This is an optimization exercise on Yosys and OpenROAD, whose aim is small area and a short achievable clock period, not a production implementation. Where RTL was checked, it was by simulation tests only, not by an equivalence proof against the original. For run 5, only the layout was checked, not whether the RTL still works.

[flow/design.v]
module keyboard_filter(input key_ready,
                       input make,
                       input ext,
                       input [7:0] key_input,
                       output key_ok,
                       output [4:0] letter);
    wire key_inside_range = (ext == 0) && (key_input >= "A" && key_input <= "Z");
    assign key_ok = key_inside_range && (make == 0) && key_ready;
    wire [4:0] k = key_input[4:0];
    assign letter = {k[4] ^ ~|k[3:0], k[3] ^ ~|k[2:0], k[2] ^ ~|k[1:0], k[1] ^ ~k[0], ~k[0]};
endmodule
module machine_controller (input clk,
                           input reset,
                           input key_ok,
                           input [4:0] letter,
                           output reg [4:0] befor,
                           output reg [4:0] after,
                           output reg save_history,
                           output reg [4:0] shift0,
                           output reg [4:0] shift1,
                           output reg [4:0] shift2,
                           output reg [2:0] type0,
                           output reg [2:0] type1,
                           output reg [2:0] type2,
                           input increase_shift_or_type,
                           input increase0,
                           input increase1,
                           input increase2);
    reg [1:0] save_next_counter;
    reg [4:0] x;                  
    wire [4:0] next_x, result;
    rotor rotor(.slot(save_next_counter), .letter(letter), .x(x),
                .shift0(shift0), .shift1(shift1), .shift2(shift2),
                .type0(type0), .type1(type1), .type2(type2),
                .next_x(next_x), .result(result));
    function [4:0] inc26(input [4:0] s);
        inc26 = (s[4] & s[3] & s[0]) ? 5'd0 :
                {s[4] ^ &s[3:0], s[3] ^ &s[2:0], s[2] ^ &s[1:0], s[1] ^ s[0], ~s[0]};
    endfunction
    function [2:0] inc5(input [2:0] t);
        inc5 = t[2] ? 3'd0 : {t[1] & t[0], t[1] ^ t[0], ~t[0]};
    endfunction
    always @(posedge clk)
        x <= next_x;
    always @(posedge clk)
        save_history <= !reset && (save_next_counter == 2'b11);
    always @(posedge clk) begin
        if (reset) begin
            befor             <= 0;
            after             <= 0;
            shift0            <= 0;
            shift1            <= 0;
            shift2            <= 0;
            type0             <= 0;
            type1             <= 0;
            type2             <= 0;
            save_next_counter <= 0;
        end
        else if (save_next_counter == 2'b11) begin
            after             <= result;
            save_next_counter <= 0;
            if (shift0 == 25 && shift1 == 25)
                shift2 <= inc26(shift2);
            if (shift0 == 25)
                shift1 <= inc26(shift1);
            shift0 <= inc26(shift0);
        end
        else if (save_next_counter != 2'b00) begin
            save_next_counter <= {save_next_counter[1] ^ save_next_counter[0], ~save_next_counter[0]};
        end
        else begin
            if (key_ok) begin
                befor             <= letter;
                save_next_counter <= 2'b01;
            end
            else if (increase_shift_or_type == 0) begin
                if (increase0) shift0 <= inc26(shift0);
                if (increase1) shift1 <= inc26(shift1);
                if (increase2) shift2 <= inc26(shift2);
            end
            else begin
                if (increase0) type0 <= inc5(type0);
                if (increase1) type1 <= inc5(type1);
                if (increase2) type2 <= inc5(type2);
            end
        end
    end
endmodule
module rotor_u1 (input dir, input [2:0] rtype, input [4:0] idx, output reg [4:0] dout);
    wire [2:0] t = rtype[2] ? 3'd4 : {1'b0, rtype[1:0]};
    always @(*)
        case ({dir, t, idx})
            9'd0: dout = 5'd4;
            9'd1: dout = 5'd10;
            9'd2: dout = 5'd12;
            9'd3: dout = 5'd5;
            9'd4: dout = 5'd11;
            9'd5: dout = 5'd6;
            9'd6: dout = 5'd3;
            9'd7: dout = 5'd16;
            9'd8: dout = 5'd21;
            9'd9: dout = 5'd25;
            9'd10: dout = 5'd13;
            9'd11: dout = 5'd19;
            9'd12: dout = 5'd14;
            9'd13: dout = 5'd22;
            9'd14: dout = 5'd24;
            9'd15: dout = 5'd7;
            9'd16: dout = 5'd23;
            9'd17: dout = 5'd20;
            9'd18: dout = 5'd18;
            9'd19: dout = 5'd15;
            9'd20: dout = 5'd0;
            9'd21: dout = 5'd8;
            9'd22: dout = 5'd1;
            9'd23: dout = 5'd17;
            9'd24: dout = 5'd2;
            9'd25: dout = 5'd9;
            9'd26: dout = 5'd18;
            9'd27: dout = 5'd15;
            9'd28: dout = 5'd0;
            9'd29: dout = 5'd8;
            9'd30: dout = 5'd1;
            9'd31: dout = 5'd17;
            9'd32: dout = 5'd0;
            9'd33: dout = 5'd9;
            9'd34: dout = 5'd3;
            9'd35: dout = 5'd10;
            9'd36: dout = 5'd18;
            9'd37: dout = 5'd8;
            9'd38: dout = 5'd17;
            9'd39: dout = 5'd20;
            9'd40: dout = 5'd23;
            9'd41: dout = 5'd1;
            9'd42: dout = 5'd11;
            9'd43: dout = 5'd7;
            9'd44: dout = 5'd22;
            9'd45: dout = 5'd19;
            9'd46: dout = 5'd12;
            9'd47: dout = 5'd2;
            9'd48: dout = 5'd16;
            9'd49: dout = 5'd6;
            9'd50: dout = 5'd25;
            9'd51: dout = 5'd13;
            9'd52: dout = 5'd15;
            9'd53: dout = 5'd24;
            9'd54: dout = 5'd5;
            9'd55: dout = 5'd21;
            9'd56: dout = 5'd14;
            9'd57: dout = 5'd4;
            9'd58: dout = 5'd25;
            9'd59: dout = 5'd13;
            9'd60: dout = 5'd15;
            9'd61: dout = 5'd24;
            9'd62: dout = 5'd5;
            9'd63: dout = 5'd21;
            9'd64: dout = 5'd1;
            9'd65: dout = 5'd3;
            9'd66: dout = 5'd5;
            9'd67: dout = 5'd7;
            9'd68: dout = 5'd9;
            9'd69: dout = 5'd11;
            9'd70: dout = 5'd2;
            9'd71: dout = 5'd15;
            9'd72: dout = 5'd17;
            9'd73: dout = 5'd19;
            9'd74: dout = 5'd23;
            9'd75: dout = 5'd21;
            9'd76: dout = 5'd25;
            9'd77: dout = 5'd13;
            9'd78: dout = 5'd24;
            9'd79: dout = 5'd4;
            9'd80: dout = 5'd8;
            9'd81: dout = 5'd22;
            9'd82: dout = 5'd6;
            9'd83: dout = 5'd0;
            9'd84: dout = 5'd10;
            9'd85: dout = 5'd12;
            9'd86: dout = 5'd20;
            9'd87: dout = 5'd18;
            9'd88: dout = 5'd16;
            9'd89: dout = 5'd14;
            9'd90: dout = 5'd6;
            9'd91: dout = 5'd0;
            9'd92: dout = 5'd10;
            9'd93: dout = 5'd12;
            9'd94: dout = 5'd20;
            9'd95: dout = 5'd18;
            9'd96: dout = 5'd4;
            9'd97: dout = 5'd18;
            9'd98: dout = 5'd14;
            9'd99: dout = 5'd21;
            9'd100: dout = 5'd15;
            9'd101: dout = 5'd25;
            9'd102: dout = 5'd9;
            9'd103: dout = 5'd0;
            9'd104: dout = 5'd24;
            9'd105: dout = 5'd16;
            9'd106: dout = 5'd20;
            9'd107: dout = 5'd8;
            9'd108: dout = 5'd17;
            9'd109: dout = 5'd7;
            9'd110: dout = 5'd23;
            9'd111: dout = 5'd11;
            9'd112: dout = 5'd13;
            9'd113: dout = 5'd5;
            9'd114: dout = 5'd19;
            9'd115: dout = 5'd6;
            9'd116: dout = 5'd10;
            9'd117: dout = 5'd3;
            9'd118: dout = 5'd2;
            9'd119: dout = 5'd12;
            9'd120: dout = 5'd22;
            9'd121: dout = 5'd1;
            9'd122: dout = 5'd19;
            9'd123: dout = 5'd6;
            9'd124: dout = 5'd10;
            9'd125: dout = 5'd3;
            9'd126: dout = 5'd2;
            9'd127: dout = 5'd12;
            9'd128: dout = 5'd21;
            9'd129: dout = 5'd25;
            9'd130: dout = 5'd1;
            9'd131: dout = 5'd17;
            9'd132: dout = 5'd6;
            9'd133: dout = 5'd8;
            9'd134: dout = 5'd19;
            9'd135: dout = 5'd24;
            9'd136: dout = 5'd20;
            9'd137: dout = 5'd15;
            9'd138: dout = 5'd18;
            9'd139: dout = 5'd3;
            9'd140: dout = 5'd13;
            9'd141: dout = 5'd7;
            9'd142: dout = 5'd11;
            9'd143: dout = 5'd23;
            9'd144: dout = 5'd0;
            9'd145: dout = 5'd22;
            9'd146: dout = 5'd12;
            9'd147: dout = 5'd9;
            9'd148: dout = 5'd16;
            9'd149: dout = 5'd14;
            9'd150: dout = 5'd5;
            9'd151: dout = 5'd4;
            9'd152: dout = 5'd2;
            9'd153: dout = 5'd10;
            9'd154: dout = 5'd12;
            9'd155: dout = 5'd9;
            9'd156: dout = 5'd16;
            9'd157: dout = 5'd14;
            9'd158: dout = 5'd5;
            9'd159: dout = 5'd4;
            9'd256: dout = 5'd5;
            9'd257: dout = 5'd3;
            9'd258: dout = 5'd1;
            9'd259: dout = 5'd19;
            9'd260: dout = 5'd25;
            9'd261: dout = 5'd22;
            9'd262: dout = 5'd20;
            9'd263: dout = 5'd10;
            9'd264: dout = 5'd4;
            9'd265: dout = 5'd0;
            9'd266: dout = 5'd24;
            9'd267: dout = 5'd21;
            9'd268: dout = 5'd23;
            9'd269: dout = 5'd15;
            9'd270: dout = 5'd13;
            9'd271: dout = 5'd6;
            9'd272: dout = 5'd18;
            9'd273: dout = 5'd2;
            9'd274: dout = 5'd7;
            9'd275: dout = 5'd14;
            9'd276: dout = 5'd8;
            9'd277: dout = 5'd17;
            9'd278: dout = 5'd12;
            9'd279: dout = 5'd9;
            9'd280: dout = 5'd11;
            9'd281: dout = 5'd16;
            9'd282: dout = 5'd7;
            9'd283: dout = 5'd14;
            9'd284: dout = 5'd8;
            9'd285: dout = 5'd17;
            9'd286: dout = 5'd12;
            9'd287: dout = 5'd9;
            9'd288: dout = 5'd25;
            9'd289: dout = 5'd16;
            9'd290: dout = 5'd10;
            9'd291: dout = 5'd23;
            9'd292: dout = 5'd0;
            9'd293: dout = 5'd3;
            9'd294: dout = 5'd8;
            9'd295: dout = 5'd14;
            9'd296: dout = 5'd20;
            9'd297: dout = 5'd24;
            9'd298: dout = 5'd22;
            9'd299: dout = 5'd15;
            9'd300: dout = 5'd11;
            9'd301: dout = 5'd6;
            9'd302: dout = 5'd1;
            9'd303: dout = 5'd5;
            9'd304: dout = 5'd9;
            9'd305: dout = 5'd19;
            9'd306: dout = 5'd21;
            9'd307: dout = 5'd12;
            9'd308: dout = 5'd18;
            9'd309: dout = 5'd2;
            9'd310: dout = 5'd13;
            9'd311: dout = 5'd17;
            9'd312: dout = 5'd4;
            9'd313: dout = 5'd7;
            9'd314: dout = 5'd21;
            9'd315: dout = 5'd12;
            9'd316: dout = 5'd18;
            9'd317: dout = 5'd2;
            9'd318: dout = 5'd13;
            9'd319: dout = 5'd17;
            9'd320: dout = 5'd6;
            9'd321: dout = 5'd25;
            9'd322: dout = 5'd19;
            9'd323: dout = 5'd24;
            9'd324: dout = 5'd10;
            9'd325: dout = 5'd23;
            9'd326: dout = 5'd7;
            9'd327: dout = 5'd22;
            9'd328: dout = 5'd9;
            9'd329: dout = 5'd21;
            9'd330: dout = 5'd5;
            9'd331: dout = 5'd20;
            9'd332: dout = 5'd4;
            9'd333: dout = 5'd12;
            9'd334: dout = 5'd0;
            9'd335: dout = 5'd18;
            9'd336: dout = 5'd1;
            9'd337: dout = 5'd17;
            9'd338: dout = 5'd2;
            9'd339: dout = 5'd16;
            9'd340: dout = 5'd3;
            9'd341: dout = 5'd14;
            9'd342: dout = 5'd8;
            9'd343: dout = 5'd15;
            9'd344: dout = 5'd11;
            9'd345: dout = 5'd13;
            9'd346: dout = 5'd2;
            9'd347: dout = 5'd16;
            9'd348: dout = 5'd3;
            9'd349: dout = 5'd14;
            9'd350: dout = 5'd8;
            9'd351: dout = 5'd15;
            9'd352: dout = 5'd18;
            9'd353: dout = 5'd0;
            9'd354: dout = 5'd3;
            9'd355: dout = 5'd4;
            9'd356: dout = 5'd25;
            9'd357: dout = 5'd8;
            9'd358: dout = 5'd6;
            9'd359: dout = 5'd12;
            9'd360: dout = 5'd14;
            9'd361: dout = 5'd19;
            9'd362: dout = 5'd5;
            9'd363: dout = 5'd10;
            9'd364: dout = 5'd2;
            9'd365: dout = 5'd9;
            9'd366: dout = 5'd23;
            9'd367: dout = 5'd21;
            9'd368: dout = 5'd16;
            9'd369: dout = 5'd13;
            9'd370: dout = 5'd24;
            9'd371: dout = 5'd7;
            9'd372: dout = 5'd15;
            9'd373: dout = 5'd22;
            9'd374: dout = 5'd1;
            9'd375: dout = 5'd11;
            9'd376: dout = 5'd17;
            9'd377: dout = 5'd20;
            9'd378: dout = 5'd24;
            9'd379: dout = 5'd7;
            9'd380: dout = 5'd15;
            9'd381: dout = 5'd22;
            9'd382: dout = 5'd1;
            9'd383: dout = 5'd11;
            9'd384: dout = 5'd9;
            9'd385: dout = 5'd23;
            9'd386: dout = 5'd1;
            9'd387: dout = 5'd14;
            9'd388: dout = 5'd2;
            9'd389: dout = 5'd3;
            9'd390: dout = 5'd21;
            9'd391: dout = 5'd12;
            9'd392: dout = 5'd20;
            9'd393: dout = 5'd6;
            9'd394: dout = 5'd0;
            9'd395: dout = 5'd11;
            9'd396: dout = 5'd7;
            9'd397: dout = 5'd13;
            9'd398: dout = 5'd4;
            9'd399: dout = 5'd16;
            9'd400: dout = 5'd5;
            9'd401: dout = 5'd22;
            9'd402: dout = 5'd15;
            9'd403: dout = 5'd19;
            9'd404: dout = 5'd17;
            9'd405: dout = 5'd25;
            9'd406: dout = 5'd8;
            9'd407: dout = 5'd10;
            9'd408: dout = 5'd18;
            9'd409: dout = 5'd24;
            9'd410: dout = 5'd15;
            9'd411: dout = 5'd19;
            9'd412: dout = 5'd17;
            9'd413: dout = 5'd25;
            9'd414: dout = 5'd8;
            9'd415: dout = 5'd10;
            default: dout = 5'd0;
        endcase
endmodule
module rotor_u2 (input dir, input [2:0] rtype, input [4:0] idx, output reg [4:0] dout);
    wire [2:0] t = rtype[2] ? 3'd4 : {1'b0, rtype[1:0]};
    always @(*)
        case ({dir, t, idx})
            9'd0: dout = 5'd9;
            9'd1: dout = 5'd14;
            9'd2: dout = 5'd16;
            9'd3: dout = 5'd13;
            9'd4: dout = 5'd8;
            9'd5: dout = 5'd17;
            9'd6: dout = 5'd11;
            9'd7: dout = 5'd18;
            9'd8: dout = 5'd23;
            9'd9: dout = 5'd7;
            9'd10: dout = 5'd19;
            9'd11: dout = 5'd12;
            9'd12: dout = 5'd10;
            9'd13: dout = 5'd2;
            9'd14: dout = 5'd4;
            9'd15: dout = 5'd1;
            9'd16: dout = 5'd25;
            9'd17: dout = 5'd21;
            9'd18: dout = 5'd15;
            9'd19: dout = 5'd5;
            9'd20: dout = 5'd3;
            9'd21: dout = 5'd0;
            9'd22: dout = 5'd6;
            9'd23: dout = 5'd24;
            9'd24: dout = 5'd22;
            9'd25: dout = 5'd20;
            9'd26: dout = 5'd15;
            9'd27: dout = 5'd5;
            9'd28: dout = 5'd3;
            9'd29: dout = 5'd0;
            9'd30: dout = 5'd6;
            9'd31: dout = 5'd24;
            9'd32: dout = 5'd18;
            9'd33: dout = 5'd21;
            9'd34: dout = 5'd8;
            9'd35: dout = 5'd12;
            9'd36: dout = 5'd23;
            9'd37: dout = 5'd7;
            9'd38: dout = 5'd13;
            9'd39: dout = 5'd4;
            9'd40: dout = 5'd6;
            9'd41: dout = 5'd16;
            9'd42: dout = 5'd20;
            9'd43: dout = 5'd24;
            9'd44: dout = 5'd19;
            9'd45: dout = 5'd14;
            9'd46: dout = 5'd10;
            9'd47: dout = 5'd3;
            9'd48: dout = 5'd1;
            9'd49: dout = 5'd5;
            9'd50: dout = 5'd11;
            9'd51: dout = 5'd17;
            9'd52: dout = 5'd22;
            9'd53: dout = 5'd25;
            9'd54: dout = 5'd2;
            9'd55: dout = 5'd15;
            9'd56: dout = 5'd9;
            9'd57: dout = 5'd0;
            9'd58: dout = 5'd11;
            9'd59: dout = 5'd17;
            9'd60: dout = 5'd22;
            9'd61: dout = 5'd25;
            9'd62: dout = 5'd2;
            9'd63: dout = 5'd15;
            9'd64: dout = 5'd12;
            9'd65: dout = 5'd14;
            9'd66: dout = 5'd10;
            9'd67: dout = 5'd17;
            9'd68: dout = 5'd11;
            9'd69: dout = 5'd22;
            9'd70: dout = 5'd9;
            9'd71: dout = 5'd23;
            9'd72: dout = 5'd8;
            9'd73: dout = 5'd24;
            9'd74: dout = 5'd7;
            9'd75: dout = 5'd25;
            9'd76: dout = 5'd13;
            9'd77: dout = 5'd21;
            9'd78: dout = 5'd5;
            9'd79: dout = 5'd20;
            9'd80: dout = 5'd4;
            9'd81: dout = 5'd16;
            9'd82: dout = 5'd3;
            9'd83: dout = 5'd18;
            9'd84: dout = 5'd2;
            9'd85: dout = 5'd15;
            9'd86: dout = 5'd1;
            9'd87: dout = 5'd6;
            9'd88: dout = 5'd0;
            9'd89: dout = 5'd19;
            9'd90: dout = 5'd3;
            9'd91: dout = 5'd18;
            9'd92: dout = 5'd2;
            9'd93: dout = 5'd15;
            9'd94: dout = 5'd1;
            9'd95: dout = 5'd6;
            9'd96: dout = 5'd5;
            9'd97: dout = 5'd8;
            9'd98: dout = 5'd14;
            9'd99: dout = 5'd24;
            9'd100: dout = 5'd3;
            9'd101: dout = 5'd10;
            9'd102: dout = 5'd18;
            9'd103: dout = 5'd1;
            9'd104: dout = 5'd12;
            9'd105: dout = 5'd9;
            9'd106: dout = 5'd4;
            9'd107: dout = 5'd2;
            9'd108: dout = 5'd16;
            9'd109: dout = 5'd23;
            9'd110: dout = 5'd15;
            9'd111: dout = 5'd20;
            9'd112: dout = 5'd6;
            9'd113: dout = 5'd11;
            9'd114: dout = 5'd13;
            9'd115: dout = 5'd19;
            9'd116: dout = 5'd17;
            9'd117: dout = 5'd0;
            9'd118: dout = 5'd21;
            9'd119: dout = 5'd22;
            9'd120: dout = 5'd25;
            9'd121: dout = 5'd7;
            9'd122: dout = 5'd13;
            9'd123: dout = 5'd19;
            9'd124: dout = 5'd17;
            9'd125: dout = 5'd0;
            9'd126: dout = 5'd21;
            9'd127: dout = 5'd22;
            9'd128: dout = 5'd1;
            9'd129: dout = 5'd7;
            9'd130: dout = 5'd15;
            9'd131: dout = 5'd17;
            9'd132: dout = 5'd0;
            9'd133: dout = 5'd8;
            9'd134: dout = 5'd6;
            9'd135: dout = 5'd10;
            9'd136: dout = 5'd3;
            9'd137: dout = 5'd20;
            9'd138: dout = 5'd9;
            9'd139: dout = 5'd21;
            9'd140: dout = 5'd12;
            9'd141: dout = 5'd18;
            9'd142: dout = 5'd14;
            9'd143: dout = 5'd25;
            9'd144: dout = 5'd19;
            9'd145: dout = 5'd5;
            9'd146: dout = 5'd13;
            9'd147: dout = 5'd4;
            9'd148: dout = 5'd22;
            9'd149: dout = 5'd23;
            9'd150: dout = 5'd11;
            9'd151: dout = 5'd24;
            9'd152: dout = 5'd2;
            9'd153: dout = 5'd16;
            9'd154: dout = 5'd13;
            9'd155: dout = 5'd4;
            9'd156: dout = 5'd22;
            9'd157: dout = 5'd23;
            9'd158: dout = 5'd11;
            9'd159: dout = 5'd24;
            default: dout = 5'd0;
        endcase
endmodule
module rotor (input [1:0] slot,
              input [4:0] letter,
              input [4:0] x,
              input [4:0] shift0, input [4:0] shift1, input [4:0] shift2,
              input [2:0] type0, input [2:0] type1, input [2:0] type2,
              output [4:0] next_x,
              output [4:0] result);
    function [4:0] add26(input [4:0] a, input [4:0] b);
        reg [5:0] s;
        reg [4:0] m;
        reg c;
        integer i;
        begin
            c = 1'b0;
            for (i = 0; i < 5; i = i + 1) begin
                s[i] = a[i] ^ b[i] ^ c;
                c = (a[i] & b[i]) | (c & (a[i] ^ b[i]));
            end
            s[5] = c;
            c = 1'b0;
            for (i = 0; i < 5; i = i + 1) begin
                m[i] = s[i] ^ (6'b100110 >> i) & 1'b1 ^ c;
                c = (s[i] & ((6'b100110 >> i) & 1'b1)) | (c & (s[i] ^ ((6'b100110 >> i) & 1'b1)));
            end
            add26 = (s[5] | (s[4] & s[3] & (s[2] | s[1]))) ? m : s[4:0];
        end
    endfunction
    function [4:0] neg26(input [4:0] v);
        reg [4:0] r;
        reg c;
        integer i;
        begin
            c = 1'b0;
            for (i = 0; i < 5; i = i + 1) begin
                r[i] = ~v[i] ^ ((5'd27 >> i) & 1'b1) ^ c;
                c = (~v[i] & ((5'd27 >> i) & 1'b1)) | (c & (~v[i] ^ ((5'd27 >> i) & 1'b1)));
            end
            neg26 = r;
        end
    endfunction
    wire p0 = (slot == 2'd0);
    wire p3 = (slot == 2'd3);
    wire [4:0] a1 = p0 ? letter : x;
    reg  [4:0] d1;
    reg  [2:0] t1;
    always @(*)
        case (slot)
            2'd0: begin d1 = shift0;          t1 = type0; end
            2'd1: begin d1 = shift1;          t1 = type1; end
            2'd2: begin d1 = shift2;          t1 = type2; end
            2'd3: begin d1 = neg26(shift2);  t1 = type1; end
        endcase
    wire [4:0] o1;
    rotor_u1 u1(.dir(p3), .rtype(t1), .idx(add26(a1, d1)), .dout(o1));
    wire [4:0] o2;
    rotor_u2 u2(.dir(1'b0), .rtype(p3 ? type0 : type2), .idx(add26(o1, p3 ? shift1 : 5'd0)), .dout(o2));
    assign next_x = slot[1] ? o2 : o1;
    assign result = add26(o2, neg26(shift0));
endmodule
module history_keeper (input clk,
                       input reset,
                       input save_history,
                       input [4:0] befor,
                       input [4:0] after,
                       output [4:0] waddr,
                       output reg we,
                       output reg [4:0] dout);
    parameter WAIT       = 2'h0;
    parameter SAVE       = 2'h1;
    parameter CLEAR_NEXT = 2'h2;
    parameter CLEAR_ALL  = 2'h3;
    reg [1:0] state, next_state;
    reg [4:0] index, next_index;
    reg [4:0] to_save, next_to_save;
    wire [4:0] index_plus_1 = {index[4] ^ &index[3:0], index[3] ^ &index[2:0], index[2] ^ &index[1:0], index[1] ^ index[0], ~index[0]};
    assign waddr = index;
    always @(posedge clk)
        if (reset) begin
            state   <= CLEAR_ALL;
            index   <= 0;
        end
        else begin
            state   <= next_state;
            index   <= next_index;
        end
    always @(posedge clk)
        to_save <= next_to_save;
    always @(*) begin
        we           = 1'b1;
        dout         = 5'd0;
        next_state   = state;
        next_index   = index;
        next_to_save = (state == WAIT) ? befor : after;
        case (state)
            WAIT: begin
                we = 1'b0;
                if (save_history)
                    next_state = SAVE;
            end
            SAVE: begin
                dout = {to_save[4] ^ &to_save[3:0], to_save[3] ^ &to_save[2:0], to_save[2] ^ &to_save[1:0], to_save[1] ^ to_save[0], ~to_save[0]};
                if (index[4] == 0)
                    next_index = {1'b1, index[3:0]};
                else begin
                    next_state = CLEAR_NEXT;
                    next_index = {1'b0, index_plus_1[3:0]};
                end
            end
            CLEAR_NEXT: begin
                if (index[4] == 0)
                    next_index = {1'b1, index[3:0]};
                else begin
                    next_state = WAIT;
                    next_index = {1'b0, index[3:0]};
                end
            end
            CLEAR_ALL: begin
                next_index = index_plus_1;
                if (index == 5'h1f)
                    next_state = WAIT;
            end
        endcase
    end
endmodule
module history_ram (input clk,
                    input [4:0] raddr,
                    input [4:0] din,
                    input [4:0] waddr,
                    input we,
                    output [7:0] dout);
    reg [4:0] m [0:31];
    always @(posedge clk)
        if (we)
            m[waddr] <= din;
    wire [3:0] dlo = 4'b0001 << raddr[1:0];
    wire [7:0] dhi = 8'b00000001 << raddr[4:2];
    reg  [4:0] e;
    integer i;
    always @(*) begin
        e = 5'd0;
        for (i = 0; i < 32; i = i + 1)
            e = e | ({5{dlo[i % 4] & dhi[i / 4]}} & m[i]);
    end
    wire letter = |e;
    assign dout = {1'b0, letter, ~letter, e};
endmodule
module system(input clk,
              input reset,
              input key_ready,
              input make,
              input ext,
              input [7:0] key_input,
              output [4:0] befor,
              output [4:0] after,
              output [4:0] shift0,
              output [4:0] shift1,
              output [4:0] shift2,
              output [2:0] type0,
              output [2:0] type1,
              output [2:0] type2,
              input increase_shift_or_type,
              input increase0,
              input increase1,
              input increase2,
              input [4:0] history_raddr,
              output [7:0] history_dout);
    wire key_ok;
    wire [4:0] letter;
    wire save_history;
    wire [4:0] history_din;
    wire [4:0] history_waddr;
    wire history_we;
    keyboard_filter keyboard_filter(
        .key_ready(key_ready),
        .make(make),
        .ext(ext),
        .key_input(key_input),
        .key_ok(key_ok),
        .letter(letter)
    );
    machine_controller machine_controller(
        .clk(clk),
        .reset(reset),
        .key_ok(key_ok),
        .letter(letter),
        .befor(befor),
        .after(after),
        .save_history(save_history),
        .shift0(shift0),
        .shift1(shift1),
        .shift2(shift2),
        .type0(type0),
        .type1(type1),
        .type2(type2),
        .increase_shift_or_type(increase_shift_or_type),
        .increase0(increase0),
        .increase1(increase1),
        .increase2(increase2)
    );
    history_keeper history_keeper(
        .clk(clk),
        .reset(reset),
        .save_history(save_history),
        .befor(befor),
        .after(after),
        .dout(history_din),
        .waddr(history_waddr),
        .we(history_we)
    );
    history_ram history_ram(
        .clk(clk),
        .raddr(history_raddr),
        .dout(history_dout),
        .waddr(history_waddr),
        .we(history_we),
        .din(history_din)
    );
endmodule
[flow/flow/run.sh]
#!/bin/bash
# Layout flow: the standard ORFS flow (standard.sh) with
#  - a stronger, area-oriented ABC script in synthesis (flow/abc_area.script,
#    without ABC's own buffering and sizing, left to the placer's repair,
#    and with no adder-cell mapping (ADDER_MAP_FILE empty), so that all the
#    arithmetic goes through ABC with the rest of the logic;
#    used through a copy of the ORFS scripts folder; nothing else changes),
#  - plain buffers (buf_1) as the port buffers,
#  - CTS with clkbuf_16 in clusters of up to 30 flip-flops and no dummy loads,
#  - repair_timing asked for a larger setup margin, so that it also speeds up
#    the combinational history read path (history_raddr -> history_dout).
# Each tool's output goes to the ORFS logs under orfs/logs; make's to flow_run.log.
set -euo pipefail
W=$PWD
rm -rf "$W/scripts_own"
cp -r "$FLOW_HOME/scripts" "$W/scripts_own"
cp "$W/flow/abc_area.script" "$W/scripts_own/abc_area.script"
export BUFFER_PORTS_ARGS="-buffer_cell sky130_fd_sc_hd__buf_1"
export CTS_ARGS="-sink_clustering_enable -repair_clock_nets -buf_list sky130_fd_sc_hd__clkbuf_16 -dont_use_dummy_load -sink_clustering_size 30 -sink_clustering_max_diameter 80"
export SETUP_SLACK_MARGIN=0
bash standard.sh SCRIPTS_DIR="$W/scripts_own" ABC_AREA=1 ADDER_MAP_FILE= finish > "$W/flow_run.log" 2>&1
[flow/flow/abc_area.script]
strash
&get -n
&deepsyn -T 120
&put
dch
amap -F 3
topo
[flow/standard.sh]
#!/bin/bash
# synth_recipe.tcl (not shown) runs the flow's synth.tcl, then flattens the netlist and writes it again
# the make line also repeats each setting of config.mk as NAME=value (left out here)
make -C /OpenROAD-flow-scripts/flow DESIGN_CONFIG=/design/flow/config.mk WORK_HOME=/design/flow/orfs CLKGATE_MAP_FILE= SYNTH_SCRIPT=/design/flow/synth_recipe.tcl "${@:-finish}"
[flow/config.mk]
export PLATFORM = sky130hd
export DESIGN_NAME = system
export DESIGN_NICKNAME = system
export VERILOG_FILES = /design/flow/design.v
export SDC_FILE = /design/flow/constraint.sdc
export NUM_CORES = 4
export LEC_CHECK = 0
export CAP_MARGIN = 20
export CORE_MARGIN = 2
export CORE_UTILIZATION = 40
export SLEW_MARGIN = 20
[flow/constraint.sdc]
create_clock -name core_clock -period 48.0 [get_ports {clk}]
set_input_delay 9.6000 -clock core_clock [delete_from_list [all_inputs] [get_ports {clk}]]
set_output_delay 9.6000 -clock core_clock [all_outputs]
set_load 0.01 [all_outputs]
==> results of run 1 <==
cell usage in the layout, fill, tap and decap left out, types with 5 or more instances in the layout:
cell,n
nor2b_1,5
o21ai_0,88
o21a_1,15
o221ai_1,8
buf_1,62
a22oi_1,58
or3_1,7
nand2_1,78
a222oi_1,14
o22ai_1,41
buf_4,19
a211oi_1,6
nor4_1,9
nand3_1,15
nor2_1,291
or4_1,7
a21oi_1,63
nand4_1,30
a2111oi_0,5
a31oi_1,14
clkbuf_16,13
a22o_1,6
nor3_1,36
o32ai_1,13
edfxtp_1,160
dfxtp_1,54
clkinv_1,143
metrics by stage:
| step | utilization (%) |
|---|---|
| 6_report | 45.1 |
| 5_1_grt | 45.1 |
| 4_1_cts | 45.1 |
| 3_5_place_dp | 43.9 |
| 3_3_place_gp | 43.8 |
| 2_1_floorplan | - |
routing by layer:
layer,vias to the layer above,GRT usage (%)
met2,631,49.8
met5,-,0
met3,133,3.53
met4,0,11.9
li1,4785,-
met1,5055,35.8
sequential cells by signal, summed over array words and instances (netlist names), 5 cells and up:
signal,cells
machine_controller.befor,5
machine_controller.shift0,5
machine_controller.after,5
history_keeper.to_save,5
machine_controller.shift2,5
machine_controller.shift1,5
history_keeper.index,5
machine_controller.x,5
history_ram.m,160
cell families (layout without fill, tap and decap cells):
| group | Yosys count | in the layout | share of synthesized area [%] |
|---|---|---|---|
| simple gates | 492 | 492 | 19.1 |
| compound gates | 374 | 374 | 22.6 |
| flops | 214 | 214 | 53.3 |
| buf+inv | 145 | 238 | 5.00 |
| other cells | 1 | 1 | 0.0340 |
final cells by class:
class	count	share of cell area, %
Timing Repair Buffer	82	3.12
Tap cell	341	3.50
Multi-Input combinational cell	867	38.0
Sequential cell	214	48.3
Inverter	143	4.41
Clock buffer	13	2.67
critical path: stages:
cell and delay (ns):
buf_1 0.12, clkinv_1 0.09, nand2_1 0.27, nor2_1 0.21, a222oi_1 0.40, nand4_1 0.25
or4_1 0.59, or3_1 0.38, nor3_1 0.20, clkinv_1 0.10, buf_1 0.13
path summary, 6_finish.rpt:
check                                                       startpoint                                  endpoint  slack, ns  cells after the start
setup reg to reg  machine_controller.save_next_counter[1]$_SDFFE_PP0P_  machine_controller.after[2]$_SDFFE_PP0N_      34.31                     61
hold / removal                 machine_controller.save_history$_DFF_P_      history_keeper.state[0]$_SDFFE_PP1P_       0.41                      1
setup / recovery                                      history_raddr[4]                           history_dout[6]      26.07                     11
hold reg to reg                machine_controller.save_history$_DFF_P_      history_keeper.state[0]$_SDFFE_PP1P_       0.41                      1
==> impl_metrics.py, run 1 <==
metrics = {
    "clock_network": {
        "post_cts_resized": 0,
        "clock-sinks": 214,
        "cts_made_buffers": 13,
        "clkTransAtPathRegs_ns": 0.07,
        "hold_buffers": 0,
        "post_cts_buffers": 0,
        "root_buffer": "clkbuf_16",
        "cts_buffer_depth": 3,
        "insertion_delay_ns": 0.50,
        "h-tree-depth": 1,
        "cts_tree": "done",
    },
    "routing": {
        "met2_length_mm": 20.3,
        "first_pass_iters": 6,
        "wl_per_cell_um": 25.1,
        "wirelength_met1_mm": 16.3,
        "dr_total_vias": 10604,
        "route.met3.wl_mm": 3.04,
        "drc": 0,
        "viasPerCell": 6.39,
        "highest_layer": "met4",
        "wl_mm": 41.7,
        "final_antenna_net_count": 0,
        "drt_iter0_markers": 1260,
    },
    "yosys": {
        "synthCells": 1226,
        "syn_area_sq_um": 11000,
        "ys_seq_area_share_pct": 53.3,
        "synth_flop_cell": "edfxtp_1",
        "syn_area_per_cell_sq_um": 9.00,
        "synth-seq-cells": 214,
        "async_flop_share_pct": 0,
        "synth_top_area_share_pct": 43.5,
        "synth.distinct_cells": 54,
        "yosys.area.top_type": "edfxtp_1",
        "synth_edf_count": 160,
        "synth_area_leaders": "edfxtp_1 (44%), nor2_1 (9.9%), dfxtp_1 (9.8%), clkinv_1 (4.9%), o21ai_0 (4.0%)",
        "synth_fp_nets": 1248,
        "yosysWarnings": 6,
        "synthTopCellsByCount": "nor2_1 (292), edfxtp_1 (160), clkinv_1 (143)",
        "synth.most_common_cell": "nor2_1",
    },
    "timing": {
        "max_freq_mhz": 45.6,
        "relSlewSlack_pct": 27.8,
        "setup_ws_ns": 26.07,
        "fin_tns_setup_ns": 0,
        "fin_skew_ns": 0.0659,
        "setup_violations": 0,
        "finalCritPeriodShare_pct": 45.7,
        "rsz0062_at_grt": "no",
        "tightest_slew_ns": 1.06,
        "hold_viol_final": 0,
        "maxSlewViolCount": 0,
        "period_needed_ns": 21.93,
        "whs_ns": 0.414,
    },
    "critical_path": {
        "path_max_fanout": 8,
        "crit_required_ns": 38.40,
        "startpoint_type": "input port",
        "critPathArrivalTime_ns": 12.33,
        "cp-end-kind": "output port",
        "path_class": "in2out",
    },
    "placed_design": {
        "dpl.hpwl_mm": 32.1,
        "post-place-ws_ns": 26.09,
        "gp_congestion": 1.07,
        "placed_area_sq_um": 11900,
        "io_buffers": 62,
        "dp_cells": 1647,
    },
    "final_layout": {
        "final_area_sq_um": 12200,
        "area_growth_syn_to_layout_pct": 10.3,
        "layout.cells.non_filler": 1660,
        "fillCellCount": 2648,
        "drive_above_1_share_pct": 2.88,
        "multi_input_area_sq_um": 4620,
        "nets": 1343,
        "seqCellArea_sq_um": 5890,
        "diodes": 0,
    },
    "floorplanning": {
        "io_pins": 64,
        "start_util_pct": 40.8,
        "core_sq_um": 27000,
        "row_count": 60,
        "die_h_um": 170,
        "die_w_um": 170,
        "fp.dieArea_sq_um": 28900,
    },
    "grt": {
        "antenna_found_initial": 0,
        "grt_max_degree": 33,
        "track_usage_pct": 28.5,
        "grt_pass1_wl_mm": 61.8,
        "grt_overflow_total": 0,
        "grt_pass1_vias": 10015,
    },
    "run_status": {
        "status": "finished clean",
    },
    "hold_path": {
        "hold_path_class": "reg2reg",
    },
    "job": {
        "maxCapViolations": 0,
    },
}
==> inputs of run 2 (changes only) <==
--- a/flow/flow/run.sh
+++ b/flow/flow/run.sh
@@ -18,4 +18,4 @@
 export BUFFER_PORTS_ARGS="-buffer_cell sky130_fd_sc_hd__buf_1"
 export CTS_ARGS="-sink_clustering_enable -repair_clock_nets -buf_list sky130_fd_sc_hd__clkbuf_16 -dont_use_dummy_load -sink_clustering_size 30 -sink_clustering_max_diameter 80"
-export SETUP_SLACK_MARGIN=0
+export SETUP_SLACK_MARGIN=25.8
 bash standard.sh SCRIPTS_DIR="$W/scripts_own" ABC_AREA=1 ADDER_MAP_FILE= finish > "$W/flow_run.log" 2>&1
==> run 2 against run 1 <==
  * Routed wire length up 0.39%
  * Sequential share of layout area fell by 0.16 points
  * Die area stayed put
  * Count of clock-buffer cells in the layout is the same
  * Highest routed layer unchanged
  * Area after synthesis did not move
  * Largest cell class unchanged
  * Hold slack is essentially flat
  * Still clean on timing, DRC and antenna
  * Clock skew rose by 0.0014 ns
==> impl_metrics.py, run 2 <==
metrics = {
    "grt": {
        "grt_overflow_total": 0,
        "antenna_found_initial": 0,
        "grt_pass1_wl_mm": 61.8,
        "track_usage_pct": 28.5,
        "grt_pass1_vias": 10015,
        "grt_max_degree": 33,
    },
    "run_status": {
        "status": "finished clean",
    },
    "clock_network": {
        "root_buffer": "clkbuf_16",
        "clkTransAtPathRegs_ns": 0.07,
        "insertion_delay_ns": 0.50,
        "cts_buffer_depth": 3,
        "hold_buffers": 0,
        "cts_tree": "done",
        "post_cts_resized": 0,
        "clock-sinks": 214,
        "h-tree-depth": 1,
        "cts_made_buffers": 13,
        "post_cts_buffers": 0,
    },
    "placed_design": {
        "dpl.hpwl_mm": 32.1,
        "post-place-ws_ns": 26.09,
        "gp_congestion": 1.07,
        "io_buffers": 62,
    },
    "critical_path": {
        "path_class": "in2out",
        "reg2reg_to": "machine_controller.after[2]$_SDFFE_PP0N_",
        "crit_required_ns": 38.40,
        "critPathArrivalTime_ns": 12.35,
        "r2r-start": "machine_controller.save_next_counter[1]$_SDFFE_PP0P_",
        "startpoint_type": "input port",
        "path_max_fanout": 8,
        "cp-end-kind": "output port",
        "reg2reg_slack_ns": 34.62,
        "worstRegToRegCells": 61,
    },
    "routing": {
        "drc": 0,
        "dr_total_vias": 10691,
        "first_pass_iters": 6,
        "wl_per_cell_um": 25.2,
        "viasPerCell": 6.44,
        "drt_iter0_markers": 1163,
        "wl_mm": 41.8,
        "final_antenna_net_count": 0,
    },
    "timing": {
        "rsz0062_at_grt": "no",
        "maxSlewViolCount": 0,
        "hold_viol_final": 0,
        "tightest_slew_ns": 1.07,
        "fin_tns_setup_ns": 0,
        "whs_ns": 0.414,
        "setup_violations": 0,
        "period_needed_ns": 21.95,
        "finalCritPeriodShare_pct": 45.7,
        "relSlewSlack_pct": 26.6,
        "max_freq_mhz": 45.6,
        "setup_ws_ns": 26.05,
        "fin_skew_ns": 0.0673,
    },
    "hold_path": {
        "hold_path_class": "reg2reg",
        "min_path_cells": 1,
        "hp-start": "machine_controller.save_history$_DFF_P_",
        "whs_endpoint": "history_keeper.state[0]$_SDFFE_PP1P_",
    },
    "final_layout": {
        "drive_above_1_share_pct": 3.64,
        "regMostFlops": "history_ram.m",
        "layout.cells.most_common": "nor2_1",
        "largest_reg_flops": 160,
        "nets": 1343,
        "final_cell_mix": "nor2_1 (287), edfxtp_1 (160), clkinv_1 (140), o21ai_0 (85), nand2_1 (78)",
        "final_core_util_pct": 45.2,
        "area_growth_syn_to_layout_pct": 10.7,
    },
    "yosys": {
        "syn_area_sq_um": 11000,
        "synth_top_family_by_area": "compound AO/OA/AOI/OAI gates",
        "synthTopCellsByCount": "nor2_1 (292), edfxtp_1 (160), clkinv_1 (143)",
        "synth_flop_cell": "edfxtp_1",
        "syn_area_per_cell_sq_um": 9.00,
        "synth_simple_gate_area_share_pct": 19.1,
        "synthCells": 1226,
        "yosysWarnings": 6,
        "synth-xor-area-share_pct": 0,
        "synth.distinct_cells": 54,
        "synth-seq-cells": 214,
        "ys_seq_area_share_pct": 53.3,
        "synth_fp_nets": 1248,
        "synthAdderAreaFrac_pct": 0,
        "synth_area_leaders": "edfxtp_1 (44%), nor2_1 (9.9%), dfxtp_1 (9.8%), clkinv_1 (4.9%), o21ai_0 (4.0%)",
        "async_flop_share_pct": 0,
        "yosys.area.top_type": "edfxtp_1",
        "synth_top_area_share_pct": 43.5,
        "synthMuxAreaShare_pct": 0,
        "synth-compound-area-share_pct": 22.6,
        "synth_edf_count": 160,
        "synth.most_common_cell": "nor2_1",
    },
    "floorplanning": {
        "row_count": 60,
        "die_w_um": 170,
        "fp.dieArea_sq_um": 28900,
        "die_h_um": 170,
        "start_util_pct": 40.8,
        "core_sq_um": 27000,
        "io_pins": 64,
    },
    "job": {
        "maxCapViolations": 0,
    },
}
## run 2: worst max path at each step
| stage | depth (start not counted) | to | slack (ns) | from |
|---|---|---|---|---|
| floorplan | 10 | history_dout[6] | 26.47 | history_raddr[4] |
| global placement | 11 | history_dout[6] | 26.05 | history_raddr[3] |
| detailed placement | 11 | history_dout[6] | 26.09 | history_raddr[3] |
| CTS | 11 | history_dout[6] | 26.08 | history_raddr[3] |
| global route | 68 | machine_controller.after[2]$_SDFFE_PP0N_ | 25.81 | key_input[0] |
| finish | 11 | history_dout[6] | 26.05 | history_raddr[4] |
## run 2: stage by stage
| stage | area, sq um | cells |
|---|---|---|
| floorplan | 11000 | 1226 |
| global placement | 11800 | 1646 |
| detailed placement | 11900 | 1647 |
| CTS | 12200 | 1660 |
| global route | 12200 | 1660 |
| finish | 12200 | 1661 |
## run 2: worst max-delay path, stage by stage
cell      delay, ns
buf_1          0.12
clkinv_1       0.09
nand2_1        0.28
nor2_1         0.21
a222oi_1       0.39
nand4_1        0.25
or4_1          0.59
or3_1          0.38
nor3_1         0.20
clkinv_1       0.10
buf_1          0.13
## run 2: cell families after synthesis
logic type	after synthesis
AO/OA/AOI/OAI	374
buffers and inverters	145
flip-flops	214
other	1
AND/OR/NAND/NOR	492
## run 2: layout make-up
cell class              instances  area (sq um)
fillers                      2644         14800
well taps                     341           427
inverters                     143           548
diodes                          1          2.50
multi-input cells             867          4650
flip-flops and latches        214          5890
clock buffers                  13           325
repair buffers                 82           380
## run 2: routing by layer
metal	up-vias	routed length [um]	track usage, %
met5	-	0	0
met4	0	2300	11.9
met3	178	3150	3.53
met2	673	20100	49.8
met1	5058	16300	35.8
li1	4782	-	-
==> inputs of run 3 (changes only) <==
--- a/flow/flow/run.sh
+++ b/flow/flow/run.sh
@@ -8,7 +8,4 @@
 #  - plain buffers (buf_1) as the port buffers,
 #  - CTS with clkbuf_16 in clusters of up to 30 flip-flops and no dummy loads,
-#  - repair_timing asked for a larger setup margin, so that it also speeds up
-#    the combinational history read path (history_raddr -> history_dout).
-# Each tool's output goes to the ORFS logs under orfs/logs; make's to flow_run.log.
 set -euo pipefail
 W=$PWD
@@ -18,4 +15,4 @@
 export BUFFER_PORTS_ARGS="-buffer_cell sky130_fd_sc_hd__buf_1"
 export CTS_ARGS="-sink_clustering_enable -repair_clock_nets -buf_list sky130_fd_sc_hd__clkbuf_16 -dont_use_dummy_load -sink_clustering_size 30 -sink_clustering_max_diameter 80"
-export SETUP_SLACK_MARGIN=25.8
+export SETUP_SLACK_MARGIN=0
 bash standard.sh SCRIPTS_DIR="$W/scripts_own" ABC_AREA=1 ADDER_MAP_FILE= finish > "$W/flow_run.log" 2>&1
==> flow/flow/abc_area.script (replaced) <==
strash
&get -n
&deepsyn -T 120
&put
dch
amap
topo
==> run 3 against run 2 <==
  * Still clean
  * Utilization grew 0.12 points
  * Largest cell class unchanged
  * Routed wire length decreased by 4.9%
  * Die area grew 0.57%
  * Area after synthesis is 0.59% higher
  * Non-clock buffer count shrank 4
  * Critical endpoint unchanged
==> impl_metrics.py, run 3 <==
metrics = {
    "yosys": {
        "async_flop_share_pct": 0,
        "synth_top_area_share_pct": 43.3,
        "synth_flop_cell": "edfxtp_1",
        "syn_area_sq_um": 11100,
        "yosys.area.top_type": "edfxtp_1",
        "synth_edf_count": 160,
        "synth.most_common_cell": "nor2_1",
        "syn_area_per_cell_sq_um": 8.84,
        "synthCells": 1256,
        "synth.distinct_cells": 53,
        "yosysWarnings": 6,
        "synthTopCellsByCount": "nor2_1 (324), edfxtp_1 (160), clkinv_1 (140)",
        "synth_area_leaders": "edfxtp_1 (43%), nor2_1 (11%), dfxtp_1 (9.7%), clkinv_1 (4.7%), o21ai_0 (3.7%)",
        "ys_seq_area_share_pct": 53.0,
        "synth-seq-cells": 214,
        "synth_fp_nets": 1278,
    },
    "placed_design": {
        "io_buffers": 62,
        "gp_congestion": 1.06,
        "dpl.hpwl_mm": 30.0,
    },
    "final_layout": {
        "nets": 1370,
        "area_growth_syn_to_layout_pct": 10.6,
        "diodes": 0,
        "layout.cells.most_common": "nor2_1",
        "regMostFlops": "history_ram.m",
        "final_core_util_pct": 45.3,
        "final_cell_mix": "nor2_1 (323), edfxtp_1 (160), clkinv_1 (140), nand2_1 (104), o21ai_0 (83)",
        "fillCellCount": 2642,
        "largest_reg_flops": 160,
        "drive_above_1_share_pct": 2.60,
    },
    "critical_path": {
        "worstRegToRegCells": 59,
        "cp-end-kind": "output port",
        "critPathArrivalTime_ns": 12.63,
        "crit_required_ns": 38.40,
        "startpoint_type": "input port",
        "cp_slowest_stage_delay_ns": 0.60,
        "cpMaxStageDelayCell": "or4_1",
        "crit_family": "simple AND/OR/NAND/NOR gates",
        "path_depth": 13,
        "path_buf_inv": 4,
        "worstPathCellList": "buf_1 -> clkinv_1 -> nand2_1 -> nor2_1 -> a22o_1 -> a221o_1 -> a21oi_1 -> nand4_1 -> or4_1 -> or3_1 -> nor3_1 -> clkinv_1 -> buf_1",
        "path_max_fanout": 8,
        "path_class": "in2out",
    },
    "routing": {
        "dr_total_vias": 10616,
        "first_pass_iters": 8,
        "drt_iter0_markers": 1446,
        "wl_per_cell_um": 23.2,
        "final_antenna_net_count": 0,
        "drc": 0,
        "viasPerCell": 6.18,
        "wl_mm": 39.8,
    },
    "clock_network": {
        "root_buffer": "clkbuf_16",
        "h-tree-depth": 1,
        "post_cts_resized": 0,
        "cts_buffer_depth": 3,
        "cts_tree": "done",
        "clock-sinks": 214,
        "insertion_delay_ns": 0.48,
        "post_cts_buffers": 0,
        "clkTransAtPathRegs_ns": 0.11,
        "hold_buffers": 0,
        "cts_made_buffers": 14,
    },
    "timing": {
        "maxSlewViolCount": 0,
        "fin_skew_ns": 0.0546,
        "fin_tns_setup_ns": 0,
        "hold_viol_final": 0,
        "finalCritPeriodShare_pct": 46.3,
        "max_freq_mhz": 45.0,
        "whs_ns": 0.441,
        "period_needed_ns": 22.23,
        "rsz0062_at_grt": "no",
        "setup_violations": 0,
        "relSlewSlack_pct": 43.6,
        "tightest_slew_ns": 0.842,
    },
    "grt": {
        "grt_overflow_total": 0,
        "track_usage_pct": 27.2,
        "grt_pass1_wl_mm": 60.2,
        "grt_max_degree": 33,
        "antenna_found_initial": 0,
        "grt_pass1_vias": 10156,
    },
    "floorplanning": {
        "row_count": 60,
        "io_pins": 64,
        "core_sq_um": 27100,
        "die_w_um": 171,
        "fp.dieArea_sq_um": 29100,
        "die_h_um": 171,
        "start_util_pct": 41.0,
    },
    "job": {
        "maxCapViolations": 0,
    },
    "hold_path": {
        "min_path_cells": 1,
        "hold_path_class": "reg2reg",
    },
    "run_status": {
        "status": "finished clean",
    },
}
[run 3: cells by family (layout without fill, tap and decap cells)]
kind of cell / count (synthesis) / count (layout) / synth area share, %
AND/OR/NAND/NOR: 558 / 558 / 21.2
buffers and inverters: 142 / 232 / 4.87
AO/OA/AOI/OAI: 341 / 341 / 20.9
flip-flops: 214 / 214 / 53.0
other: 1 / 1 / 0.0338
[run 3: area by class of cell]
class / instances / area (sq um) / area share (%)
flip-flops and latches: 214 / 5890 / 47.9
multi-input cells: 900 / 4710 / 38.3
inverters: 140 / 526 / 4.28
well taps: 372 / 465 / 3.79
clock buffers: 14 / 350 / 2.85
repair buffers: 78 / 350 / 2.85
[run 3: routing by layer]
layer  GRT usage [%]  share of wire, %
met1            33.8                39
met3            4.40               8.6
met5               0                 0
met4            13.1               5.5
met2            46.3                47
[run 3: path summary, 6_finish.rpt]
kind                                                                      startpoint                                       end  slack (ns)
worst max-delay path                                                history_raddr[4]                           history_dout[6]       25.77
worst min-delay path                         machine_controller.save_history$_DFF_P_      history_keeper.state[0]$_SDFFE_PP1P_        0.44
worst max register to register  machine_controller.save_next_counter[1]$_SDFFE_PP0P_  machine_controller.after[2]$_SDFFE_PP0N_       34.92
worst min register to register               machine_controller.save_history$_DFF_P_      history_keeper.state[0]$_SDFFE_PP1P_        0.44
[run 3: per-stage QoR]
| stage | instances | instance area (sq um) | worst slack, ns |
|---|---|---|---|
| 4_1_cts | 1717 | 12300 | 25.81 |
| 6_report | 1718 | 12300 | 25.77 |
| 3_3_place_gp | 1703 | 11900 | 25.79 |
| 2_1_floorplan | 1256 | 11100 | 26.22 |
| 3_5_place_dp | 1703 | 11900 | 25.80 |
| 5_1_grt | 1718 | 12300 | 25.38 |
==> inputs of run 4 (changes only) <==
==> flow/flow/abc_area.script (replaced) <==
strash
&get -n
&deepsyn -T 120
&put
dch
amap -F 3
topo
==> run 4 against run 3 <==
  * Register-to-register slack worse by 0.61 ns
  * Setup slack improved by 0.29 ns
  * Sequential cell count unchanged
  * Die area is 0.57% lower
==> impl_metrics.py, run 4 <==
metrics = {
    "routing": {
        "drc": 0,
        "final_antenna_net_count": 0,
        "dr_total_vias": 10604,
        "wl_mm": 41.7,
        "viasPerCell": 6.39,
        "first_pass_iters": 6,
        "wl_per_cell_um": 25.1,
        "drt_iter0_markers": 1260,
    },
    "floorplanning": {
        "die_w_um": 170,
        "die_h_um": 170,
        "row_count": 60,
        "core_sq_um": 27000,
        "start_util_pct": 40.8,
        "io_pins": 64,
        "fp.dieArea_sq_um": 28900,
    },
    "timing": {
        "setup_ws_ns": 26.07,
        "whs_ns": 0.414,
        "maxSlewViolCount": 0,
        "fin_skew_ns": 0.0659,
        "period_needed_ns": 21.93,
        "fin_tns_setup_ns": 0,
        "rsz0062_at_grt": "no",
        "finalCritPeriodShare_pct": 45.7,
        "max_freq_mhz": 45.6,
        "tightest_slew_ns": 1.06,
        "relSlewSlack_pct": 27.8,
        "hold_viol_final": 0,
        "setup_violations": 0,
    },
    "placed_design": {
        "post-place-ws_ns": 26.09,
        "dpl.hpwl_mm": 32.1,
        "gp_congestion": 1.07,
        "io_buffers": 62,
    },
    "critical_path": {
        "path_class": "in2out",
        "reg2reg_slack_ns": 34.31,
        "critPathArrivalTime_ns": 12.33,
        "reg2reg_to": "machine_controller.after[2]$_SDFFE_PP0N_",
        "cp-end-kind": "output port",
        "startpoint_type": "input port",
        "crit_required_ns": 38.40,
        "worstRegToRegCells": 61,
        "path_max_fanout": 8,
        "r2r-start": "machine_controller.save_next_counter[1]$_SDFFE_PP0P_",
    },
    "clock_network": {
        "clock-sinks": 214,
        "clkTransAtPathRegs_ns": 0.07,
        "h-tree-depth": 1,
        "hold_buffers": 0,
        "insertion_delay_ns": 0.50,
        "cts_tree": "done",
        "cts_made_buffers": 13,
        "post_cts_buffers": 0,
        "post_cts_resized": 0,
        "cts_buffer_depth": 3,
        "root_buffer": "clkbuf_16",
    },
    "yosys": {
        "synth_edf_count": 160,
        "async_flop_share_pct": 0,
        "synth_area_leaders": "edfxtp_1 (44%), nor2_1 (9.9%), dfxtp_1 (9.8%), clkinv_1 (4.9%), o21ai_0 (4.0%)",
        "ys_seq_area_share_pct": 53.3,
        "synth.most_common_cell": "nor2_1",
        "synth-seq-cells": 214,
        "syn_area_sq_um": 11000,
        "syn_area_per_cell_sq_um": 9.00,
        "yosys.area.top_type": "edfxtp_1",
        "synth_top_area_share_pct": 43.5,
        "synthCells": 1226,
        "synth_flop_cell": "edfxtp_1",
        "synth.distinct_cells": 54,
        "synth_fp_nets": 1248,
        "yosysWarnings": 6,
        "synthTopCellsByCount": "nor2_1 (292), edfxtp_1 (160), clkinv_1 (143)",
    },
    "final_layout": {
        "regMostFlops": "history_ram.m",
        "fillCellCount": 2648,
        "area_growth_syn_to_layout_pct": 10.3,
        "diodes": 0,
        "final_core_util_pct": 45.1,
        "multi_input_area_sq_um": 4620,
        "final_cell_mix": "nor2_1 (291), edfxtp_1 (160), clkinv_1 (143), o21ai_0 (88), nand2_1 (78)",
        "largest_reg_flops": 160,
        "layout.cells.most_common": "nor2_1",
        "nets": 1343,
        "seqCellArea_sq_um": 5890,
        "drive_above_1_share_pct": 2.88,
    },
    "hold_path": {
        "min_path_cells": 1,
        "whs_endpoint": "history_keeper.state[0]$_SDFFE_PP1P_",
        "hp-start": "machine_controller.save_history$_DFF_P_",
        "hold_path_class": "reg2reg",
    },
    "grt": {
        "grt_max_degree": 33,
        "grt_pass1_vias": 10015,
        "track_usage_pct": 28.5,
        "grt_pass1_wl_mm": 61.8,
        "antenna_found_initial": 0,
        "grt_overflow_total": 0,
    },
    "run_status": {
        "status": "finished clean",
    },
    "job": {
        "maxCapViolations": 0,
    },
}
[run 4: cell count changes after synthesis, moves of 6 or more]
cell / change
nand2_1: -26
o32ai_1: +11
a22oi_1: +34
o21ai_0: +6
a22o_1: -7
nor3_1: -9
a211oi_1: -12
a21oi_1: +13
nand3_1: -10
nand4_1: +14
nor2_1: -32
a222oi_1: -6
[run 4: worst max path at each step]
stage	from	end	slack, ns	cells after the start
2_1_floorplan	history_raddr[4]	history_dout[6]	26.47	10
3_3_place_gp	history_raddr[3]	history_dout[6]	26.05	11
3_5_place_dp	history_raddr[3]	history_dout[6]	26.09	11
4_1_cts	history_raddr[3]	history_dout[6]	26.08	11
5_1_grt	key_input[0]	machine_controller.after[2]$_SDFFE_PP0N_	25.16	68
6_report	history_raddr[4]	history_dout[6]	26.07	11
[run 4: per-layer routing]
metal | GRT usage (%) | vias up | share of wire, % | wire length, um
met5 | 0 | - | 0 | 0
met4 | 11.9 | 0 | 4.9 | 2030
met3 | 3.53 | 133 | 7.3 | 3040
met2 | 49.8 | 631 | 49 | 20300
met1 | 35.8 | 5055 | 39 | 16300
li1 | - | 4785 | - | -
[run 4: logic make-up after synthesis]
group / Yosys count / synth area share [%]
DFF: 214 / 53.3
buffers and inverters: 145 / 5.00
AOI/OAI and AO/OA: 374 / 22.6
and+or+nand+nor: 492 / 19.1
other: 1 / 0.0340
[run 4: per-stage QoR]
stage,area (sq um),instances
after floorplan,11000,1226
after global placement,11800,1646
after detailed placement,11900,1647
after CTS,12200,1660
after global routing,12200,1660
final,12200,1660
[run 4: layout make-up]
type / instances / share of cell area (%)
clock buffer: 13 / 2.67
inverter: 143 / 4.41
multi-input combinational: 867 / 38.0
sequential: 214 / 48.3
tap: 341 / 3.50
timing repair buffer: 82 / 3.12
[run 4: worst max-delay path: stages]
cell,delay (ns)
buf_1,0.12
clkinv_1,0.09
nand2_1,0.27
nor2_1,0.21
a222oi_1,0.40
nand4_1,0.25
or4_1,0.59
or3_1,0.38
nor3_1,0.20
clkinv_1,0.10
buf_1,0.13
==> inputs of run 5 (changes only) <==
--- a/flow/design.v
+++ b/flow/design.v
@@ -14,4 +14,5 @@
                            input key_ok,
                            input [4:0] letter,
+                           input [4:0] key5,
                            output reg [4:0] befor,
                            output reg [4:0] after,
@@ -30,5 +31,5 @@
     reg [4:0] x;                  
     wire [4:0] next_x, result;
-    rotor rotor(.slot(save_next_counter), .letter(letter), .x(x),
+    rotor rotor(.slot(save_next_counter), .key5(key5), .x(x),
                 .shift0(shift0), .shift1(shift1), .shift2(shift2),
                 .type0(type0), .type1(type1), .type2(type2),
@@ -582,5 +583,5 @@
 endmodule
 module rotor (input [1:0] slot,
-              input [4:0] letter,
+              input [4:0] key5,              
               input [4:0] x,
               input [4:0] shift0, input [4:0] shift1, input [4:0] shift2,
@@ -608,4 +609,8 @@
         end
     endfunction
+    function [4:0] dec26(input [4:0] v);
+        dec26 = (v == 5'd0) ? 5'd25 :
+                {v[4] ^ ~|v[3:0], v[3] ^ ~|v[2:0], v[2] ^ ~|v[1:0], v[1] ^ ~v[0], ~v[0]};
+    endfunction
     function [4:0] neg26(input [4:0] v);
         reg [4:0] r;
@@ -623,10 +628,10 @@
     wire p0 = (slot == 2'd0);
     wire p3 = (slot == 2'd3);
-    wire [4:0] a1 = p0 ? letter : x;
+    wire [4:0] a1 = p0 ? key5 : x;
     reg  [4:0] d1;
     reg  [2:0] t1;
     always @(*)
         case (slot)
-            2'd0: begin d1 = shift0;          t1 = type0; end
+            2'd0: begin d1 = dec26(shift0);   t1 = type0; end
             2'd1: begin d1 = shift1;          t1 = type1; end
             2'd2: begin d1 = shift2;          t1 = type2; end
@@ -766,4 +771,5 @@
         .key_ok(key_ok),
         .letter(letter),
+        .key5(key_input[4:0]),
         .befor(befor),
         .after(after),
--- a/flow/flow/run.sh
+++ b/flow/flow/run.sh
@@ -8,4 +8,7 @@
 #  - plain buffers (buf_1) as the port buffers,
 #  - CTS with clkbuf_16 in clusters of up to 30 flip-flops and no dummy loads,
+#  - repair_timing asked for a larger setup margin, so that it also speeds up
+#    the combinational history read path (history_raddr -> history_dout).
+# Each tool's output goes to the ORFS logs under orfs/logs; make's to flow_run.log.
 set -euo pipefail
 W=$PWD
@@ -15,4 +18,4 @@
 export BUFFER_PORTS_ARGS="-buffer_cell sky130_fd_sc_hd__buf_1"
 export CTS_ARGS="-sink_clustering_enable -repair_clock_nets -buf_list sky130_fd_sc_hd__clkbuf_16 -dont_use_dummy_load -sink_clustering_size 30 -sink_clustering_max_diameter 80"
-export SETUP_SLACK_MARGIN=0
+export SETUP_SLACK_MARGIN=25.8
 bash standard.sh SCRIPTS_DIR="$W/scripts_own" ABC_AREA=1 ADDER_MAP_FILE= finish > "$W/flow_run.log" 2>&1
==> run 5 against run 4 <==
  * Setup slack improved by 0.0021 ns
  * Count of clock-buffer cells in the layout unchanged
  * Die area increased by 1.2%
  * Sequential cell count unchanged
  * Critical endpoint unchanged
  * Routed wire length increased by 2.2%
==> impl_metrics.py, run 5 <==
metrics = {
    "timing": {
        "finalCritPeriodShare_pct": 45.7,
        "fin_tns_setup_ns": 0,
        "hold_viol_final": 0,
        "tightest_slew_ns": 1.19,
        "rsz0062_at_grt": "no",
        "relSlewSlack_pct": 20.0,
        "max_freq_mhz": 45.6,
        "fin_skew_ns": 0.0468,
        "setup_violations": 0,
        "setup_ws_ns": 26.07,
        "whs_ns": 0.452,
        "period_needed_ns": 21.93,
        "maxSlewViolCount": 0,
    },
    "final_layout": {
        "drive_above_1_share_pct": 3.87,
        "nets": 1341,
        "regMostFlops": "history_ram.m",
        "diodes": 0,
        "fillCellCount": 2778,
        "layout.cells.most_common": "nor2_1",
        "area_growth_syn_to_layout_pct": 11.2,
        "largest_reg_flops": 160,
        "layout.cells.non_filler": 1695,
        "final_cell_mix": "nor2_1 (289), edfxtp_1 (160), clkinv_1 (132), o21ai_0 (81), nand2_1 (78)",
        "final_area_sq_um": 12400,
    },
    "clock_network": {
        "insertion_delay_ns": 0.48,
        "cts_tree": "done",
        "clock-sinks": 214,
        "h-tree-depth": 1,
        "cts_buffer_depth": 3,
        "cts_made_buffers": 13,
        "root_buffer": "clkbuf_16",
        "hold_buffers": 0,
        "clkTransAtPathRegs_ns": 0.07,
    },
    "hold_path": {
        "min_path_cells": 1,
        "hold_path_class": "reg2reg",
        "hp-start": "machine_controller.save_history$_DFF_P_",
        "whs_endpoint": "history_keeper.state[0]$_SDFFE_PP1P_",
    },
    "routing": {
        "drt_iter0_markers": 1350,
        "wl_per_cell_um": 25.1,
        "final_antenna_net_count": 0,
        "viasPerCell": 6.26,
        "wl_mm": 42.6,
        "drc": 0,
        "dr_total_vias": 10606,
        "first_pass_iters": 6,
    },
    "yosys": {
        "yosys.area.top_type": "edfxtp_1",
        "synthCells": 1222,
        "synthTopCellsByCount": "nor2_1 (292), edfxtp_1 (160), clkinv_1 (134)",
        "ys_seq_area_share_pct": 52.7,
        "yosysWarnings": 6,
        "synth_fp_nets": 1244,
        "syn_area_sq_um": 11200,
        "async_flop_share_pct": 0,
        "synth_flop_cell": "edfxtp_1",
        "synth-seq-cells": 214,
        "synth_top_area_share_pct": 43.0,
        "synth_area_leaders": "edfxtp_1 (43%), nor2_1 (9.8%), dfxtp_1 (9.7%), clkinv_1 (4.5%), o21ai_0 (3.7%)",
        "syn_area_per_cell_sq_um": 9.14,
        "synth_edf_count": 160,
        "synth.most_common_cell": "nor2_1",
        "synth.distinct_cells": 57,
    },
    "grt": {
        "grt_pass1_wl_mm": 63.0,
        "antenna_found_initial": 0,
        "grt_max_degree": 33,
        "grt_pass1_vias": 9969,
        "grt_overflow_total": 0,
        "track_usage_pct": 28.9,
    },
    "placed_design": {
        "placed_area_sq_um": 12000,
        "dpl.hpwl_mm": 32.5,
        "gp_congestion": 1.03,
        "post-place-ws_ns": 25.93,
        "dp_cells": 1681,
        "io_buffers": 62,
    },
    "critical_path": {
        "reg2reg_to": "machine_controller.after[2]$_SDFFE_PP0N_",
        "startpoint_type": "input port",
        "cp_slowest_stage_delay_ns": 0.59,
        "crit_required_ns": 38.40,
        "cpMaxStageDelayCell": "or4_1",
        "reg2reg_slack_ns": 34.38,
        "worstPathCellList": "buf_1 -> clkinv_1 -> nand3_1 -> nor2_1 -> a22oi_1 -> nand4_1 -> or4_1 -> or3_1 -> nor3_1 -> clkinv_1 -> buf_1",
        "path_class": "in2out",
        "critPathArrivalTime_ns": 12.33,
        "cp-end-kind": "output port",
        "r2r-start": "machine_controller.save_next_counter[1]$_SDFFE_PP0P_",
        "path_max_fanout": 9,
        "worstRegToRegCells": 64,
    },
    "job": {
        "maxCapViolations": 0,
    },
    "floorplanning": {
        "io_pins": 64,
        "die_h_um": 171,
        "fp.dieArea_sq_um": 29300,
        "core_sq_um": 27600,
        "die_w_um": 171,
        "start_util_pct": 40.4,
        "row_count": 61,
    },
    "run_status": {
        "status": "finished clean",
    },
}
-- run 5: area by class of cell --
type | count | area, sq um | share of cell area, %
inverter | 134 | 507 | 4.08
clock buffer | 13 | 325 | 2.62
multi-input combinational | 872 | 4830 | 38.9
timing repair buffer | 84 | 399 | 3.21
tap | 378 | 473 | 3.81
sequential | 214 | 5890 | 47.4
-- run 5: logic make-up (layout without fill, tap and decap cells) --
group           after synthesis  in the layout  share of synthesized area (%)
other cells                   1              1                         0.0336
compound gates              381            381                           23.8
buf+inv                     136            231                           4.64
flops                       214            214                           52.7
xor+xnor                      1              1                         0.0784
simple gates                489            489                           18.7
-- run 5: critical path: cells and delay by family --
kind	cells	cell delay, ns
simple gates	6	1.86
buf+inv	4	0.58
compound gates	1	0.29
-- run 5: worst max path at each step --
stage / from / endpoint / slack (ns)
5_1_grt: history_raddr[4] / history_dout[6] / 25.82
2_1_floorplan: history_raddr[0] / history_dout[6] / 26.36
3_3_place_gp: history_raddr[1] / history_dout[6] / 25.95
6_report: history_raddr[4] / history_dout[6] / 26.07
3_5_place_dp: history_raddr[1] / history_dout[6] / 25.93
4_1_cts: history_raddr[1] / history_dout[6] / 25.92
-- run 5: layer usage --
metal | GRT usage [%] | wire [um] | part of all wire (%)
met1 | 37.6 | 17200 | 40
met2 | 48.7 | 20200 | 48
met3 | 3.31 | 3040 | 7.1
met4 | 12.2 | 2080 | 4.9
met5 | 0 | 0 | 0
-- run 5: per-stage QoR --
step,util (%)
4_1_cts,44.8
3_3_place_gp,43.6
5_1_grt,45.0
3_5_place_dp,43.6
2_1_floorplan,-
6_report,45.0
-- run 5: repair_timing --
action / CTS / global route
endpoints found under the hold margin: 0 / 0
setup endpoints to repair: 0 / 6
resized for setup: 0 / 11
setup buffers: 0 / 1

[separate check: timing with driven ports]
How much do the figures lean on ideal ports? The routed layouts below were timed once more, with nothing changed but the port constraints. Step 1 assumes that a clkbuf_16 drives the clock port and a buf_2 every other input. Step 2, shift: input delay + t, output delay - t, t = (earliest + latest rising clock arrival at the registers) / 2. This alone moves slack from input paths to output paths. a / b / c = ideal ports / drivers / drivers and shift; a / b = the first two.
run | t (ns) | setup WS [ns] | pins driven straight from the clock port
run 1 | 0.508 | 26.066 / 26.043 / 26.043 | 1
run 2 | 0.509 | 26.054 / 26.031 / 26.031 | 1
run 3 | 0.507 | 25.773 / 25.746 / 25.746 | 1
run 4 | 0.508 | 26.066 / 26.043 / 26.043 | 1
run 5 | 0.512 | 26.068 / 26.043 / 26.043 | 1
After both steps every run listed still meets setup and hold. The setup slack of run 3, which loses most, moves by -0.027 ns with the drivers and by -0.027 ns with both steps.
